Background: an optimization exercise with open tools, aiming at small area, a short achievable clock period and few clock cycles per item. Do not read the settings as production practice.
RTL that was checked went through simulation tests only; none was proved equivalent to the original.
Power and IR drop assume default switching activity.

## the previous run
// axi4_lite_slave
module axi4_lite_slave #(
    parameter ADDRESS     = 32,
    parameter DATA_WIDTH  = 32,
    parameter REG_COUNT   = 32
) (
    input  wire                        ACLK,
    input  wire                        ARESETN,
    input  wire [ADDRESS-1:0]          S_ARADDR,
    input  wire                        S_ARVALID,
    output wire                        S_ARREADY,
    output reg  [DATA_WIDTH-1:0]       S_RDATA,
    output reg  [1:0]                  S_RRESP,
    output reg                         S_RVALID,
    input  wire                        S_RREADY,
    input  wire [ADDRESS-1:0]          S_AWADDR,
    input  wire                        S_AWVALID,
    output wire                        S_AWREADY,
    input  wire [DATA_WIDTH-1:0]       S_WDATA,
    input  wire [(DATA_WIDTH/8)-1:0]   S_WSTRB,
    input  wire                        S_WVALID,
    output wire                        S_WREADY,
    output reg  [1:0]                  S_BRESP,
    output reg                         S_BVALID,
    input  wire                        S_BREADY
);
    localparam [1:0] RESP_OKAY   = 2'b00;
    localparam [1:0] RESP_SLVERR = 2'b10;
    reg [31:0] regs [0:31];
    reg [31:0] written;
    reg        aw_v, aws_v;
    reg [3:0]  aw_lo;            
    reg [7:0]  aw_hi;            
    reg        aw_al;
    reg [4:0]  aws_idx;
    reg        aws_al;
    reg        b1_v, b1_err;
    reg        awready_r, wready_r;
    assign S_AWREADY = awready_r;
    assign S_WREADY  = wready_r;
    wire aw_hs = S_AWVALID && awready_r;
  ...
Size: ~2300 cells after synthesis, roughly 1200 flip-flops, roughly 150 I/O pins.
==> module axi4_lite_slave, before the edit <==
module axi4_lite_slave #(
    parameter ADDRESS     = 32,
    parameter DATA_WIDTH  = 32,
    parameter REG_COUNT   = 32
) (
    input  wire                        ACLK,
    input  wire                        ARESETN,
    input  wire [ADDRESS-1:0]          S_ARADDR,
    input  wire                        S_ARVALID,
    output wire                        S_ARREADY,
    output reg  [DATA_WIDTH-1:0]       S_RDATA,
    output reg  [1:0]                  S_RRESP,
    output reg                         S_RVALID,
    input  wire                        S_RREADY,
    input  wire [ADDRESS-1:0]          S_AWADDR,
    input  wire                        S_AWVALID,
    output wire                        S_AWREADY,
    input  wire [DATA_WIDTH-1:0]       S_WDATA,
    input  wire [(DATA_WIDTH/8)-1:0]   S_WSTRB,
    input  wire                        S_WVALID,
    output wire                        S_WREADY,
    output reg  [1:0]                  S_BRESP,
    output reg                         S_BVALID,
    input  wire                        S_BREADY
);
    localparam [1:0] RESP_OKAY   = 2'b00;
    localparam [1:0] RESP_SLVERR = 2'b10;
    reg [31:0] regs [0:31];
    reg [31:0] written;
    reg        aw_v, aws_v;
    reg [3:0]  aw_lo;            
    reg [7:0]  aw_hi;            
    reg        aw_al;
    reg [4:0]  aws_idx;
    reg        aws_al;
    reg        b1_v, b1_err;
    reg        awready_r, wready_r;
    assign S_AWREADY = awready_r;
    assign S_WREADY  = wready_r;
    wire aw_hs = S_AWVALID && awready_r;
    wire w_hs  = S_WVALID && wready_r;
    wire b_pop = S_BVALID && S_BREADY;
    wire w_ok  = aw_al && (S_WSTRB != 4'b0000);
    wire aw_v_n  = aws_v || aw_hs || (aw_v && !w_hs);
    wire aws_v_n = !w_hs && (aws_v || (aw_hs && aw_v));
    wire b1_v_n  = S_BVALID && !b_pop && (b1_v || w_hs);
    always @(posedge ACLK or negedge ARESETN) begin
        if (!ARESETN) begin
            aw_v      <= 1'b0;
            aws_v     <= 1'b0;
            awready_r <= 1'b0;
            wready_r  <= 1'b0;
            b1_v      <= 1'b0;
            b1_err    <= 1'b0;
            S_BVALID  <= 1'b0;
            S_BRESP   <= RESP_OKAY;
        end else begin
            aw_v      <= aw_v_n;
            aws_v     <= aws_v_n;
            awready_r <= !aws_v_n;
            wready_r  <= aw_v_n && !b1_v_n;
            b1_v      <= b1_v_n;
            if (w_hs)
                b1_err <= !w_ok;
            if (!S_BVALID || b_pop) begin
                if (b1_v) begin
                    S_BVALID <= 1'b1;
                    S_BRESP  <= b1_err ? RESP_SLVERR : RESP_OKAY;
                end else begin
                    S_BVALID <= w_hs;
                    S_BRESP  <= w_ok ? RESP_OKAY : RESP_SLVERR;
                end
            end
        end
    end
    wire [4:0] aw_src_idx = aws_v ? aws_idx : S_AWADDR[6:2];
    wire       aw_src_al  = aws_v ? aws_al  : (S_AWADDR[1:0] == 2'b00);
    integer j;
    always @(posedge ACLK) begin
        if (w_hs || !aw_v) begin
            for (j = 0; j < 4; j = j + 1)
                aw_lo[j] <= (aw_src_idx[1:0] == j);
            for (j = 0; j < 8; j = j + 1)
                aw_hi[j] <= aw_src_al && (aw_src_idx[4:2] == j);
            aw_al <= aw_src_al;
        end
        if (awready_r) begin
            aws_idx <= S_AWADDR[6:2];
            aws_al  <= (S_AWADDR[1:0] == 2'b00);
        end
    end
    integer r, b;
    always @(posedge ACLK or negedge ARESETN) begin
        if (!ARESETN) begin
            written <= 32'd0;
        end else if (w_hs) begin
            for (r = 0; r < 32; r = r + 1)
                if (aw_lo[r % 4] && aw_hi[r / 4])
                    written[r] <= 1'b1;
        end
    end
    always @(posedge ACLK) begin
        for (r = 0; r < 32; r = r + 1)
            for (b = 0; b < 4; b = b + 1)
                if (w_hs && aw_lo[r % 4] && aw_hi[r / 4] && (S_WSTRB[b] || !written[r]))
                    regs[r][b*8 +: 8] <= S_WSTRB[b] ? S_WDATA[b*8 +: 8] : 8'd0;
    end
    reg        ar_v, ars_v, arready_r;
    reg [31:0] ar_sel;
    reg        ar_al;
    reg [4:0]  ars_idx;
    reg        ars_al;
    assign S_ARREADY = arready_r;
    wire ar_hs    = S_ARVALID && arready_r;
    wire r_commit = ar_v && (!S_RVALID || S_RREADY);
    wire ars_v_n  = !r_commit && (ars_v || (ar_hs && ar_v));
    always @(posedge ACLK or negedge ARESETN) begin
        if (!ARESETN) begin
            ar_v      <= 1'b0;
            ars_v     <= 1'b0;
            arready_r <= 1'b0;
            S_RVALID  <= 1'b0;
        end else begin
            ar_v      <= ars_v || ar_hs || (ar_v && !r_commit);
            ars_v     <= ars_v_n;
            arready_r <= !ars_v_n;
            S_RVALID  <= r_commit || (S_RVALID && !S_RREADY);
        end
    end
    wire [4:0] src_idx = ars_v ? ars_idx : S_ARADDR[6:2];
    wire       src_al  = ars_v ? ars_al  : (S_ARADDR[1:0] == 2'b00);
    integer k;
    always @(posedge ACLK) begin
        if (r_commit || !ar_v) begin
            for (k = 0; k < 32; k = k + 1)
                ar_sel[k] <= src_al && written[k] && (src_idx == k);
            ar_al <= src_al;
        end
        if (arready_r) begin
            ars_idx <= S_ARADDR[6:2];
            ars_al  <= (S_ARADDR[1:0] == 2'b00);
        end
    end
    reg [31:0] rd_or;
    integer q;
    always @* begin
        rd_or = 32'd0;
        for (q = 0; q < 32; q = q + 1)
            rd_or = rd_or | (regs[q] & {32{ar_sel[q]}});
    end
    always @(posedge ACLK) begin
        if (r_commit) begin
            S_RDATA <= rd_or;
            S_RRESP <= ar_al ? RESP_OKAY : RESP_SLVERR;
        end
    end
endmodule
export LEC_CHECK = 0
export CAP_MARGIN = 20
export CORE_MARGIN = 2
export CORE_UTILIZATION = 40
export CTS_CLUSTER_DIAMETER = 80
export CTS_CLUSTER_SIZE = 25
export SETUP_SLACK_MARGIN = 2.8
export SLEW_MARGIN = 20
create_clock -name core_clock -period 5.0 [get_ports {ACLK}]
standard.sh (not shown) runs the stock make flow with config.mk's settings and CLKGATE_MAP_FILE= SYNTH_SCRIPT=/design/flow/synth_recipe.tcl, a recipe that flattens the netlist after the stock synthesis.
==> flow/flow/run.sh <==
#!/bin/bash
set -euo pipefail
bash standard.sh "BUFFER_PORTS_ARGS=-buffer_cell sky130_fd_sc_hd__buf_2" finish > standard.log 2>&1
Testbench counts of the previous run, summed over its fixed seeds: cycles 2,416, items 4,800.
What the current run does differently from the previous run at the input level:
-- flow/design.v --
<<< the previous run, line 108
    reg        ar_v, ars_v, arready_r;
    reg [31:0] ar_sel;
    reg        ar_al;
    reg [4:0]  ars_idx;
>>> the current run, line 108
    reg        ar_v, ars_v, arready_r;
    reg [31:0] ar_sel;
    reg [4:0]  ar_idx;
    reg        ar_al;
    reg [4:0]  ars_idx;
<<< the previous run, line 130
    wire [4:0] src_idx = ars_v ? ars_idx : S_ARADDR[6:2];
    wire       src_al  = ars_v ? ars_al  : (S_ARADDR[1:0] == 2'b00);
    integer k;
    always @(posedge ACLK) begin
        if (r_commit || !ar_v) begin
            for (k = 0; k < 32; k = k + 1)
                ar_sel[k] <= src_al && written[k] && (src_idx == k);
            ar_al <= src_al;
        end
        if (arready_r) begin
            ars_idx <= S_ARADDR[6:2];
>>> the current run, line 131
    wire [4:0] src_idx = ars_v ? ars_idx : S_ARADDR[6:2];
    wire       src_al  = ars_v ? ars_al  : (S_ARADDR[1:0] == 2'b00);
    wire       ar_ld    = r_commit || !ar_v;
    wire [4:0] ar_idx_n = ar_ld ? src_idx : ar_idx;
    wire       ar_al_n  = ar_ld ? src_al  : ar_al;
    integer k;
    always @(posedge ACLK) begin
        ar_idx <= ar_idx_n;
        ar_al  <= ar_al_n;
        for (k = 0; k < 32; k = k + 1)
            ar_sel[k] <= ar_al_n && written[k] && (ar_idx_n == k);
        if (arready_r) begin
            ars_idx <= S_ARADDR[6:2];
--- outcome ---
On utilization, the lower figure sits with the current run, not the previous run.
In the current run the post-cts repair resize count turned out 21% lower than in the previous run.
Comparing initial antenna violation count for the current run and the previous run, the bigger number came from the current run.
Synthesized cell count is lower on the previous run
Ratio of final minimum period to clock period (higher): the previous run
The run with more setup slack is the current run; the previous run has less.
Testbench counts of the current run, summed over its fixed seeds: cycles 2,416, items 4,800.

========
## v10
The RTL this note starts from:
==> flow/design.v <==
module axi4_lite_slave #(
    parameter ADDRESS     = 32,
    parameter DATA_WIDTH  = 32,
    parameter REG_COUNT   = 32
) (
    input  wire                        ACLK,
    input  wire                        ARESETN,
    input  wire [ADDRESS-1:0]          S_ARADDR,
    input  wire                        S_ARVALID,
    output wire                        S_ARREADY,
    output reg  [DATA_WIDTH-1:0]       S_RDATA,
    output reg  [1:0]                  S_RRESP,
    output reg                         S_RVALID,
    input  wire                        S_RREADY,
    input  wire [ADDRESS-1:0]          S_AWADDR,
    input  wire                        S_AWVALID,
    output wire                        S_AWREADY,
    input  wire [DATA_WIDTH-1:0]       S_WDATA,
    input  wire [(DATA_WIDTH/8)-1:0]   S_WSTRB,
    input  wire                        S_WVALID,
    output wire                        S_WREADY,
    output reg  [1:0]                  S_BRESP,
    output reg                         S_BVALID,
    input  wire                        S_BREADY
);
    localparam [1:0] RESP_OKAY   = 2'b00;
    localparam [1:0] RESP_SLVERR = 2'b10;
    reg [31:0] regs [0:31];
    reg [31:0] written;
    reg        aw_v, aws_v;
    reg [3:0]  aw_lo;            
    reg [7:0]  aw_hi;            
    reg        aw_al;
    reg [4:0]  aws_idx;
    reg        aws_al;
    reg [31:0] aw_arm;           
    reg        b1_v, b1_err;
    reg        awready_r, wready_r;
    assign S_AWREADY = awready_r;
    assign S_WREADY  = wready_r;
    wire aw_hs = S_AWVALID && awready_r;
    wire w_hs  = S_WVALID && wready_r;
    wire b_pop = S_BVALID && S_BREADY;
    wire w_ok  = aw_al && (S_WSTRB != 4'b0000);
    wire aw_v_n  = aws_v || aw_hs || (aw_v && !w_hs);
    wire aws_v_n = !w_hs && (aws_v || (aw_hs && aw_v));
    wire b1_v_n  = S_BVALID && !b_pop && (b1_v || w_hs);
    always @(posedge ACLK or negedge ARESETN) begin
        if (!ARESETN) begin
            aw_v      <= 1'b0;
            aws_v     <= 1'b0;
            awready_r <= 1'b0;
            wready_r  <= 1'b0;
            b1_v      <= 1'b0;
            b1_err    <= 1'b0;
            S_BVALID  <= 1'b0;
            S_BRESP   <= RESP_OKAY;
        end else begin
            aw_v      <= aw_v_n;
            aws_v     <= aws_v_n;
            awready_r <= !aws_v_n;
            wready_r  <= aw_v_n && !b1_v_n;
            b1_v      <= b1_v_n;
            if (w_hs)
                b1_err <= !w_ok;
            if (!S_BVALID || b_pop) begin
                if (b1_v) begin
                    S_BVALID <= 1'b1;
                    S_BRESP  <= b1_err ? RESP_SLVERR : RESP_OKAY;
                end else begin
                    S_BVALID <= w_hs;
                    S_BRESP  <= w_ok ? RESP_OKAY : RESP_SLVERR;
                end
            end
        end
    end
    wire [4:0] aw_src_idx = aws_v ? aws_idx : S_AWADDR[6:2];
    wire       aw_src_al  = aws_v ? aws_al  : (S_AWADDR[1:0] == 2'b00);
    wire       aw_ld = w_hs || !aw_v;
    reg  [3:0] aw_lo_n;
    reg  [7:0] aw_hi_n;
    integer j;
    always @* begin
        for (j = 0; j < 4; j = j + 1)
            aw_lo_n[j] = aw_ld ? (aw_src_idx[1:0] == j) : aw_lo[j];
        for (j = 0; j < 8; j = j + 1)
            aw_hi_n[j] = aw_ld ? (aw_src_al && (aw_src_idx[4:2] == j)) : aw_hi[j];
    end
    always @(posedge ACLK) begin
        aw_lo <= aw_lo_n;
        aw_hi <= aw_hi_n;
        if (aw_ld)
            aw_al <= aw_src_al;
        for (j = 0; j < 32; j = j + 1)
            aw_arm[j] <= aw_v_n && !b1_v_n && aw_lo_n[j % 4] && aw_hi_n[j / 4];
        if (awready_r) begin
            aws_idx <= S_AWADDR[6:2];
            aws_al  <= (S_AWADDR[1:0] == 2'b00);
        end
    end
    integer r, b;
    always @(posedge ACLK or negedge ARESETN) begin
        if (!ARESETN) begin
            written <= 32'd0;
        end else begin
            for (r = 0; r < 32; r = r + 1)
                if (S_WVALID && aw_arm[r])
                    written[r] <= 1'b1;
        end
    end
    always @(posedge ACLK) begin
        for (r = 0; r < 32; r = r + 1)
            for (b = 0; b < 4; b = b + 1)
                if (S_WVALID && aw_arm[r] && (S_WSTRB[b] || !written[r]))
                    regs[r][b*8 +: 8] <= S_WSTRB[b] ? S_WDATA[b*8 +: 8] : 8'd0;
    end
    reg        ar_v, ars_v, arready_r;
    reg [31:0] ar_sel;
    reg [4:0]  ar_idx;
    reg        ar_al;
    reg [4:0]  ars_idx;
    reg        ars_al;
    assign S_ARREADY = arready_r;
    wire ar_hs    = S_ARVALID && arready_r;
    wire r_commit = ar_v && (!S_RVALID || S_RREADY);
    wire ars_v_n  = !r_commit && (ars_v || (ar_hs && ar_v));
    always @(posedge ACLK or negedge ARESETN) begin
        if (!ARESETN) begin
            ar_v      <= 1'b0;
            ars_v     <= 1'b0;
            arready_r <= 1'b0;
            S_RVALID  <= 1'b0;
        end else begin
            ar_v      <= ars_v || ar_hs || (ar_v && !r_commit);
            ars_v     <= ars_v_n;
            arready_r <= !ars_v_n;
            S_RVALID  <= r_commit || (S_RVALID && !S_RREADY);
        end
    end
    wire [4:0] src_idx = ars_v ? ars_idx : S_ARADDR[6:2];
    wire       src_al  = ars_v ? ars_al  : (S_ARADDR[1:0] == 2'b00);
    wire       ar_ld    = r_commit || !ar_v;
    wire [4:0] ar_idx_n = ar_ld ? src_idx : ar_idx;
    wire       ar_al_n  = ar_ld ? src_al  : ar_al;
    integer k;
    always @(posedge ACLK) begin
        ar_idx <= ar_idx_n;
        ar_al  <= ar_al_n;
        for (k = 0; k < 32; k = k + 1)
            ar_sel[k] <= ar_al_n && written[k] && (ar_idx_n == k);
        if (arready_r) begin
            ars_idx <= S_ARADDR[6:2];
            ars_al  <= (S_ARADDR[1:0] == 2'b00);
        end
    end
    reg [31:0] rd_or;
    integer q;
    always @* begin
        rd_or = 32'd0;
        for (q = 0; q < 32; q = q + 1)
            rd_or = rd_or | (regs[q] & {32{ar_sel[q]}});
    end
    always @(posedge ACLK) begin
        if (r_commit) begin
            S_RDATA <= rd_or;
            S_RRESP <= ar_al ? RESP_OKAY : RESP_SLVERR;
        end
    end
endmodule
export LEC_CHECK = 0
export CAP_MARGIN = 20
export CORE_MARGIN = 2
export CORE_UTILIZATION = 40
export CTS_CLUSTER_DIAMETER = 80
export CTS_CLUSTER_SIZE = 25
export SETUP_SLACK_MARGIN = 2.8
export SLEW_MARGIN = 20
create_clock -name core_clock -period 5.0 [get_ports {ACLK}]
Scripts as last shown in full above: flow/flow/run.sh
Relative to v10, the following input files were edited for v35:
-- flow/design.v --
<<< v10, line 29
    reg [31:0] written;
    reg        aw_v, aws_v;
    reg [3:0]  aw_lo;            
    reg [7:0]  aw_hi;            
    reg        aw_al;
    reg [4:0]  aws_idx;
    reg        aws_al;
    reg [31:0] aw_arm;           
    reg        b1_v, b1_err;
    reg        awready_r, wready_r;
>>> v35, line 29
    reg [31:0] written;
    reg        aw_v, aws_v;
    reg [4:0]  aw_idx, aws_idx;
    reg        aw_al, aws_al;
    reg        b1_v, b1_err;
    reg        awready_r, wready_r;
<<< v10, line 75
        end
    end
    wire [4:0] aw_src_idx = aws_v ? aws_idx : S_AWADDR[6:2];
    wire       aw_src_al  = aws_v ? aws_al  : (S_AWADDR[1:0] == 2'b00);
    wire       aw_ld = w_hs || !aw_v;
    reg  [3:0] aw_lo_n;
    reg  [7:0] aw_hi_n;
    integer j;
    always @* begin
        for (j = 0; j < 4; j = j + 1)
            aw_lo_n[j] = aw_ld ? (aw_src_idx[1:0] == j) : aw_lo[j];
        for (j = 0; j < 8; j = j + 1)
            aw_hi_n[j] = aw_ld ? (aw_src_al && (aw_src_idx[4:2] == j)) : aw_hi[j];
    end
    always @(posedge ACLK) begin
        aw_lo <= aw_lo_n;
        aw_hi <= aw_hi_n;
        if (aw_ld)
            aw_al <= aw_src_al;
        for (j = 0; j < 32; j = j + 1)
            aw_arm[j] <= aw_v_n && !b1_v_n && aw_lo_n[j % 4] && aw_hi_n[j / 4];
        if (awready_r) begin
            aws_idx <= S_AWADDR[6:2];
>>> v35, line 71
        end
    end
    always @(posedge ACLK) begin
        if (w_hs || !aw_v) begin
            aw_idx <= aws_v ? aws_idx : S_AWADDR[6:2];
            aw_al  <= aws_v ? aws_al  : (S_AWADDR[1:0] == 2'b00);
        end
        if (awready_r) begin
            aws_idx <= S_AWADDR[6:2];
<<< v10, line 103
        if (!ARESETN) begin
            written <= 32'd0;
        end else begin
            for (r = 0; r < 32; r = r + 1)
                if (S_WVALID && aw_arm[r])
                    written[r] <= 1'b1;
        end
    end
>>> v35, line 85
        if (!ARESETN) begin
            written <= 32'd0;
        end else if (w_hs && aw_al) begin
            written[aw_idx] <= 1'b1;
        end
    end
<<< v10, line 112
        for (r = 0; r < 32; r = r + 1)
            for (b = 0; b < 4; b = b + 1)
                if (S_WVALID && aw_arm[r] && (S_WSTRB[b] || !written[r]))
                    regs[r][b*8 +: 8] <= S_WSTRB[b] ? S_WDATA[b*8 +: 8] : 8'd0;
    end
    reg        ar_v, ars_v, arready_r;
    reg [31:0] ar_sel;
    reg [4:0]  ar_idx;
    reg        ar_al;
    reg [4:0]  ars_idx;
>>> v35, line 92
        for (r = 0; r < 32; r = r + 1)
            for (b = 0; b < 4; b = b + 1)
                if (w_hs && aw_al && aw_idx == r && (S_WSTRB[b] || !written[r]))
                    regs[r][b*8 +: 8] <= S_WSTRB[b] ? S_WDATA[b*8 +: 8] : 8'd0;
    end
    reg        ar_v, ars_v, arready_r;
    reg [31:0] ar_sel;
    reg        ar_al;
    reg [4:0]  ars_idx;
<<< v10, line 140
    wire [4:0] src_idx = ars_v ? ars_idx : S_ARADDR[6:2];
    wire       src_al  = ars_v ? ars_al  : (S_ARADDR[1:0] == 2'b00);
    wire       ar_ld    = r_commit || !ar_v;
    wire [4:0] ar_idx_n = ar_ld ? src_idx : ar_idx;
    wire       ar_al_n  = ar_ld ? src_al  : ar_al;
    integer k;
    always @(posedge ACLK) begin
        ar_idx <= ar_idx_n;
        ar_al  <= ar_al_n;
        for (k = 0; k < 32; k = k + 1)
            ar_sel[k] <= ar_al_n && written[k] && (ar_idx_n == k);
        if (arready_r) begin
            ars_idx <= S_ARADDR[6:2];
>>> v35, line 119
    wire [4:0] src_idx = ars_v ? ars_idx : S_ARADDR[6:2];
    wire       src_al  = ars_v ? ars_al  : (S_ARADDR[1:0] == 2'b00);
    integer k;
    always @(posedge ACLK) begin
        if (r_commit || !ar_v) begin
            for (k = 0; k < 32; k = k + 1)
                ar_sel[k] <= src_al && written[k] && (src_idx == k);
            ar_al <= src_al;
        end
        if (arready_r) begin
            ars_idx <= S_ARADDR[6:2];
### Flow results
Summary — multi-input combinational area share, v35 relative to v10: higher, by 1.6 points. Measured against each other, v10 and v35 differ in area share of and/or/nand/nor cells after synthesis, the higher figure coming from v10. v35 vs. v10: post-layout instance area increased by 3.5% relative to the old numbers, number of iterations in the first detailed-routing pass shrank by 1, proportion of power drawn by the clock network decreased 5.1 points, number of cell instances on the worst register-to-register path increased by 2 relative to the old numbers, top achievable clock speed has increased. Summary — total power draw, v35 relative to v10: higher, by about 16%. From v10 to v35 the numbers moved as follows: worst hold margin moved down; final clock period utilization by the worst path went down. v10 → v35: sequential cell count saw a decrease; clock transition at the register clock pins on the worst setup and hold paths after CTS saw little to no change.
Testbench counts of v35, summed over its fixed seeds: cycles 2,416, items 4,800.
No functional check of the RTL was part of v10.

## re-timing with driven ports
The results above use ideal ports. As a check the final layouts listed here were re-extracted and re-timed, cells and wires unchanged.
Step 1, drivers: a clkbuf_16 drives ACLK and a buf_2 each remaining input, both assumed.
Step 2 also shifts input and output timing later by t, the mid clock arrival at the registers, as if the neighbouring blocks saw the same clock.
Three values: ideal ports, drivers, drivers and shift; two values: the first two.
run | t, ns | setup WS [ns] | worst hold slack (ns)
the previous run | 0.733 | 2.555 / 2.600 / 1.871 | 0.414 / 0.366 / 0.513
the current run | 0.731 | 2.697 / 2.684 / 2.015 | 0.441 / 0.396 / 0.469
v10 | 0.732 | 2.692 / 2.623 / 2.125 | 0.346 / 0.308 / 0.469
v35 | 0.740 | 2.741 / 2.672 / 2.170 | 0.308 / 0.267 / 0.541
After both steps every run listed still meets setup and hold. The setup slack of the previous run, which loses most, moves by +0.045 ns with the drivers and by -0.684 ns with both steps.
